This design comes from an exercise in tuning for a short achievable clock period and few clock cycles on the open sky130 flow, not from production work. Only simulation tests tie the RTL to the original design; equivalence was not proved. Power is estimated from default activity; no workload was simulated.

==> flow/design.v <==
module alu(
    output[16 - 1:0] data_out,
	 output 							  valid_out,
	 output 							  cmd_out,
	 input [16 - 1:0] data_in,
	 input 							  valid_in,
	 input 							  cmd_in,
	 output 									 amm_read,
	 output[8 - 1:0] amm_address,
	 input [8 - 1:0] amm_readdata,
	 input 									 amm_waitrequest,
	 input[1:0] 							 amm_response,
	 input clk,
	 input rst_n
    );
	reg[2:0] state;
	reg[5:0] nof_operands; 				 
	reg[3:0] opcode; 						 
	reg[7:0] operand[0:63];				 
	reg error;								 
	reg[11:0] result;						 
	reg[5:0] last_index;					 
	reg[5:0] current_index;				 
	reg[5:0] nof;							 
	reg      first_indirect;			 
	reg[7:0] shiftop1, shiftop2;
	wire[1:0] mod = data_in[9:8];		 
	wire[7:0] operand_dir = data_in[7:0];
	wire[7:0] cur_address = operand[current_index];
	wire      bad_address = (cur_address > 'h0F && cur_address < 'h30) || (cur_address > 'h7F && cur_address < 'hA0);
	wire      payload_beat = valid_in && !cmd_in;
	always @(posedge clk) begin
		if(!rst_n) begin
			state <= 3'd0;
		end
		else begin
		case(state)
			3'd0: begin
						if(cmd_in == 1 && valid_in == 1) begin
							opcode <= data_in[11:8];
							nof_operands <= data_in[5:0];
							nof <= data_in[5:0];
							last_index <= 0;
							current_index <= 0;
							first_indirect <= 0;
							shiftop1 <= 0;
							shiftop2 <= 0;
							error <= 0;
							result <= (data_in[11:8] == 1) ? 12'hFFF : 12'h000;
							state <= 3'd1;
							if(data_in[5:0] == 0) begin
								error <= 1;
								state <= 3'd2;
							end
							if(data_in[5:0] != 1 && (data_in[11:8] == 4 || data_in[11:8] == 5 || data_in[11:8] == 6 || data_in[11:8] == 7)) begin
								error <= 1;
								state <= 3'd2;
							end
							if(data_in[5:0] != 2 && (data_in[11:8] == 8 || data_in[11:8] == 9))
								error <= 1;
						end
			end
			3'd1: begin
						if(payload_beat) begin
							if(mod == 2'b00) begin
								case(opcode)
									0: result <= result + operand_dir;
									1: result <= result & operand_dir;
									2:  result <= result | operand_dir;
									3: result <= result ^ operand_dir;
									4: result <= ~{4'b0, operand_dir};
									5: result <= operand_dir + 12'd1;
									6: result <= operand_dir - 12'd1;
									7: result <= ~{4'b0, operand_dir} + 12'd1;
									8, 9: begin
										if(nof == nof_operands) shiftop1 <= operand_dir;
										else shiftop2 <= operand_dir;
									end
									default: ;
								endcase
							end
							if(mod == 2'b01) begin
								operand[last_index] <= operand_dir;
								last_index <= last_index + 1;
								if(nof == nof_operands) first_indirect <= 1;
							end
							nof <= nof - 1;
							if(nof == 1) begin
								if(error || (last_index == 0 && mod != 2'b01))
									state <= 3'd2;
								else
									state <= 3'd4;
							end
						end
			end
			3'd4: begin
				if(bad_address) begin
					error <= 1;
					state <= 3'd2;
				end
				else if(amm_waitrequest == 0) begin
					if(amm_response != 2'b00) begin
						error <= 1;
						state <= 3'd2;
					end
					else begin
						current_index <= current_index + 1;
						case(opcode)
							0: result <= result + amm_readdata;
							1: result <= result & amm_readdata;
							2:  result <= result | amm_readdata;
							3: result <= result ^ amm_readdata;
							4: result <= ~{4'b0, amm_readdata};
							5: result <= amm_readdata + 12'd1;
							6: result <= amm_readdata - 12'd1;
							7: result <= ~{4'b0, amm_readdata} + 12'd1;
							8, 9: begin
								if(first_indirect && current_index == 0) shiftop1 <= amm_readdata;
								else shiftop2 <= amm_readdata;
							end
							default: ;
						endcase
						if(current_index + 1 == last_index)
							state <= 3'd2;
					end
				end
			end
			3'd2: state <= 3'd3;
			default: state <= 3'd0;
		endcase
		end
	end
	reg[16 - 1:0]  		reg_data_out;
	reg 							  		reg_valid_out;
	reg 							  		reg_cmd_out;
	reg[11:0]                     final_result;
	always @(*) begin
		final_result = result;
		if(opcode == 4 || opcode == 7)
			final_result = {4'b0, result[7:0]};
		if(opcode == 8)
			final_result = {4'b0, shiftop1} >> shiftop2;
		if(opcode == 9)
			final_result = {4'b0, shiftop1 << shiftop2};
		if(error == 1)
			final_result = 12'hBAD;
		reg_data_out = 0;
		reg_valid_out = 0;
		reg_cmd_out = 0;
		if(state == 3'd2) begin
			reg_data_out[4] = error;
			reg_data_out[3:0] = opcode;
			reg_valid_out = 1;
			reg_cmd_out = 1;
		end
		if(state == 3'd3) begin
			reg_data_out[11:0] = final_result;
			reg_valid_out = 1;
		end
	end
	assign data_out = reg_data_out;
	assign valid_out = reg_valid_out;
	assign cmd_out = reg_cmd_out;
	assign amm_address = cur_address;
	assign amm_read = (state == 3'd4) && !bad_address;
endmodule
==> flow/run.sh <==
#!/bin/bash
# synth_recipe.tcl (not shown) runs the flow's synth.tcl, then flattens the netlist and writes it again
# the make line also repeats each setting of config.mk as NAME=value (left out here)
make -C /OpenROAD-flow-scripts/flow DESIGN_CONFIG=/design/flow/config.mk WORK_HOME=/design/flow/orfs CLKGATE_MAP_FILE= SYNTH_SCRIPT=/design/flow/synth_recipe.tcl finish
==> flow/config.mk <==
export PLATFORM = sky130hd
export DESIGN_NAME = alu
export DESIGN_NICKNAME = alu
export VERILOG_FILES = /design/flow/design.v
export SDC_FILE = /design/flow/constraint.sdc
export NUM_CORES = 4
export LEC_CHECK = 0
export CAP_MARGIN = 20
export CORE_MARGIN = 2
export CORE_UTILIZATION = 40
export PLACE_DENSITY = 0.6
export SLEW_MARGIN = 20
==> flow/constraint.sdc <==
create_clock -name core_clock -period 6.5 [get_ports {clk}]
set_input_delay 1.3000 -clock core_clock [delete_from_list [all_inputs] [get_ports {clk}]]
set_output_delay 1.3000 -clock core_clock [all_outputs]
set_load 0.01 [all_outputs]
==> notes.md <==
[worst max-delay path, stage by stage (launching register included)]
cell and delay, ns:
dfxtp_4 0.66, buf_12 0.28, buf_4 0.29, mux4_2 0.53, mux2i_1 0.24, o211ai_1 0.20, o2bb2ai_1 0.21, nand2b_1 0.20
mux2i_4 0.51, nor2_1 0.23, clkdlybuf4s50_1 0.53
[cell type report]
type,count,area (µm²),area share
inverter,48,180,0.00604
multi-input combinational,979,8610,0.288
clock inverter,36,354,0.0119
clock buffer,74,1530,0.0513
sequential,579,17300,0.580
tap,864,1080,0.0362
timing repair buffer,92,786,0.0263
[metrics by stage]
| step | instances | utilization |
|---|---|---|
| finish | 2672 | 0.453 |
| global route | 2672 | 0.453 |
| global placement | 2562 | 0.425 |
| floorplan | 1712 | - |
| detailed placement | 2562 | 0.425 |
| CTS | 2672 | 0.453 |
[cell families after synthesis]
logic type	after synthesis	share of synthesized area
flip-flops	579	0.650
AND/OR/NAND/NOR	418	0.0741
AO/OA/AOI/OAI	268	0.0652
multiplexers	187	0.142
buffers and inverters	154	0.0280
XOR/XNOR	56	0.0184
adder cells (fa/ha/maj)	46	0.0222
other	1	0.000141
[worst paths after layout]
path | cells after the start | slack [ns] | end
max | 10 | 0.63 | amm_read
min | 2 | 0.59 | flop
max reg2reg | 10 | 2.03 | result[5]$_DFFE_PP_
min reg2reg | 2 | 0.59 | flop
[cells in the mapped netlist (12+ instances only)]
master | number | share of area
nand3_1 | 35 | 0.0066
clkbuf_1 | 64 | 0.0090
or3_1 | 12 | 0.0028
nor2_1 | 154 | 0.022
buf_6 | 12 | 0.0051
nor3_1 | 30 | 0.0056
inv_1 | 45 | 0.0063
o22ai_1 | 38 | 0.0089
o21ai_0 | 57 | 0.011
a21oi_1 | 64 | 0.012
nor4_1 | 15 | 0.0035
xnor2_1 | 41 | 0.013
ha_1 | 44 | 0.021
xor2_1 | 15 | 0.0049
edfxtp_1 | 570 | 0.64
mux4_2 | 152 | 0.13
mux2i_1 | 29 | 0.011
nand2_1 | 93 | 0.013
nand2b_1 | 20 | 0.0047
[state kept, by name (all words and copies together), names as in the netlist, named ones only]
name and flops:
error 1, opcode 4, operand 512, shiftop1 8, shiftop2 8, last_index 6, nof_operands 6, current_index 6
result 12, nof 6, first_indirect 1, state 3
[routing by layer]
layer	track usage	vias up	share of wire
met5	0	-	0.00019
met4	0.0480	2	0.020
met3	0.0289	92	0.070
met2	0.315	658	0.47
met1	0.292	8076	0.44
li1	-	6870	-
[power groups by stage]
stage          Clock [W]  Sequential [W]  Combinational, W
2_1_floorplan          0         0.00426          0.000651
3_3_place_gp           0         0.00434          0.000889
3_5_place_dp           0         0.00435          0.000904
4_1_cts          0.00335         0.00427          0.000909
5_1_grt          0.00351         0.00428          0.000976
6_report         0.00331         0.00427          0.000907
==> flow_summary_export.csv <==
group,metric,value,unit
route,dr.first_iter.drc_count,1769,
clocking,clk_pin_slew_worst_paths,0.06,ns
global_route,grt_pass1_vias,15416,
outcome,status,"finished clean",
route,viasPerCell,5.88,
timing,totalNegativeSetupSlack,0,ns
placed_design,post_dp_cell_area,28000,µm²
die,io_pins,58,
yosys,netlist_instances,1709,
placed_design,gp_congestion,0.895,
yosys,synth_top_flop_cell,"edfxtp_1",
clocking,postCtsSetupRepairBufs,0,
global_route,grt_usage,0.199,
setup_path,crit_arrival,4.57,ns
yosys,netlist_area,26600,µm²
worst_hold_path,min-delay-start,"current_index[1]$_DFFE_PP_",
timing,hold_violations,0,
worst_hold_path,hp-class,"flop to flop",
power_and_ir_drop,power_density,284,nW/µm²
setup_path,path_class,"flop to primary output",
route,wire_per_inst,25.4,µm
setup_path,endpoint_kind,"primary output",
layout,nets,1836,
layout,final_cell_mix,"570 x edfxtp_1, 154 x nor2_1, 152 x mux4_2",
setup_path,required,5.20,ns
setup_path,critPathMaxFanout,23,
route,firstDrtPassIters,5,
layout,num_antenna_cells,0,
layout,drive_gt1_frac,0.169,
route,drc,0,
timing,layout_setup_ws,0.627,ns
timing,slew_headroom,0.302,
route,wl,67.9,mm
clocking,cts_htree_levels,2,
timing,period_share,0.904,
route,ant_nets,0,
die,core_region_area,65900,µm²
clocking,cts_sinks,579,
timing,slew_viol_final,0,
global_route,grt_pass1_wl,101,mm
timing,whs,0.591,ns
clocking,ctsResizeCount,0,
route,vias,15698,
power_and_ir_drop,p_seq_frac,0.503,
power_and_ir_drop,power,0.00848,W
timing,finalClockSkew,0.0446,ns
placed_design,port_buffers,49,
power_and_ir_drop,p_int,0.00642,W
placed_design,preCtsSetupSlack,1.25,ns
global_route,grt_max_degree,73,
yosys,ys_seq_area_frac,0.650,
power_and_ir_drop,ir_worst_vdd,206,µV
layout,final_common_cell,"edfxtp_1",
clocking,holdBufCountCts,0,
clocking,cts.path.max_buffers,3,
yosys,ys_seq_elements,579,
setup_path,start_kind,"flop",
global_route,grt-ovfl-total,0,
layout,area_growth,12.1,%
yosys,synth-edff-count,570,
timing,setup_viol,0,
timing,tightest_slew,1.05,ns
layout,fill_cells,5784,
die,die_x,262,µm
die,num_rows,94,
die,die_area,68600,µm²
clocking,cts_root_buf,"clkbuf_16",
yosys,ys_async_sr_fraction,0,
yosys,syn_avg_cell_area,15.6,µm²
timing,fmax,170,MHz
power_and_ir_drop,sw_frac_of_total,0.243,
yosys,ys_types,83,
timing,rsz0062_at_grt,"no",
global_route,antenna_found_initial,2,
layout,stdcell_area,29800,µm²
die,start_util,0.404,
timing,period_needed,5.87,ns
power_and_ir_drop,clkPwrFrac,0.390,
power_and_ir_drop,p_sw,0.00206,W
die,die_y,262,µm
clocking,numCtsBuffers,59,
clocking,clock_latency,0.65,ns
flow_run,drv_cap,0,
power_and_ir_drop,power.leakage,9.50,nW
yosys,synth-warning-count,1,
placed_design,dp_hpwl,44.1,mm
clocking,cts_tree,"built",
power_and_ir_drop,p_comb_frac,0.107,

port drivers added, routing unchanged:
The results above use ideal ports. As a check the final layout listed here was re-extracted and re-timed, cells and wires unchanged.
Step 1 assumes that a clkbuf_16 drives the clock port and a buf_2 every other input.
Step 2 times the ports against the registers' clock, not the clock port: input delays grow and output delays shrink by t, the midpoint of the rising clock arrivals with the driver on.
a / b / c = ideal / step 1 / step 2; a / b = the first two.
t (ns): 0.686
slack for setup (ns): 0.627 / 0.563 / 1.249
hold slack, ns: 0.591 / 0.591 / 0.591
After both steps setup and hold are still met in this run. For this run, drivers alone change the setup slack by -0.064 ns; drivers and shift together by +0.622 ns.
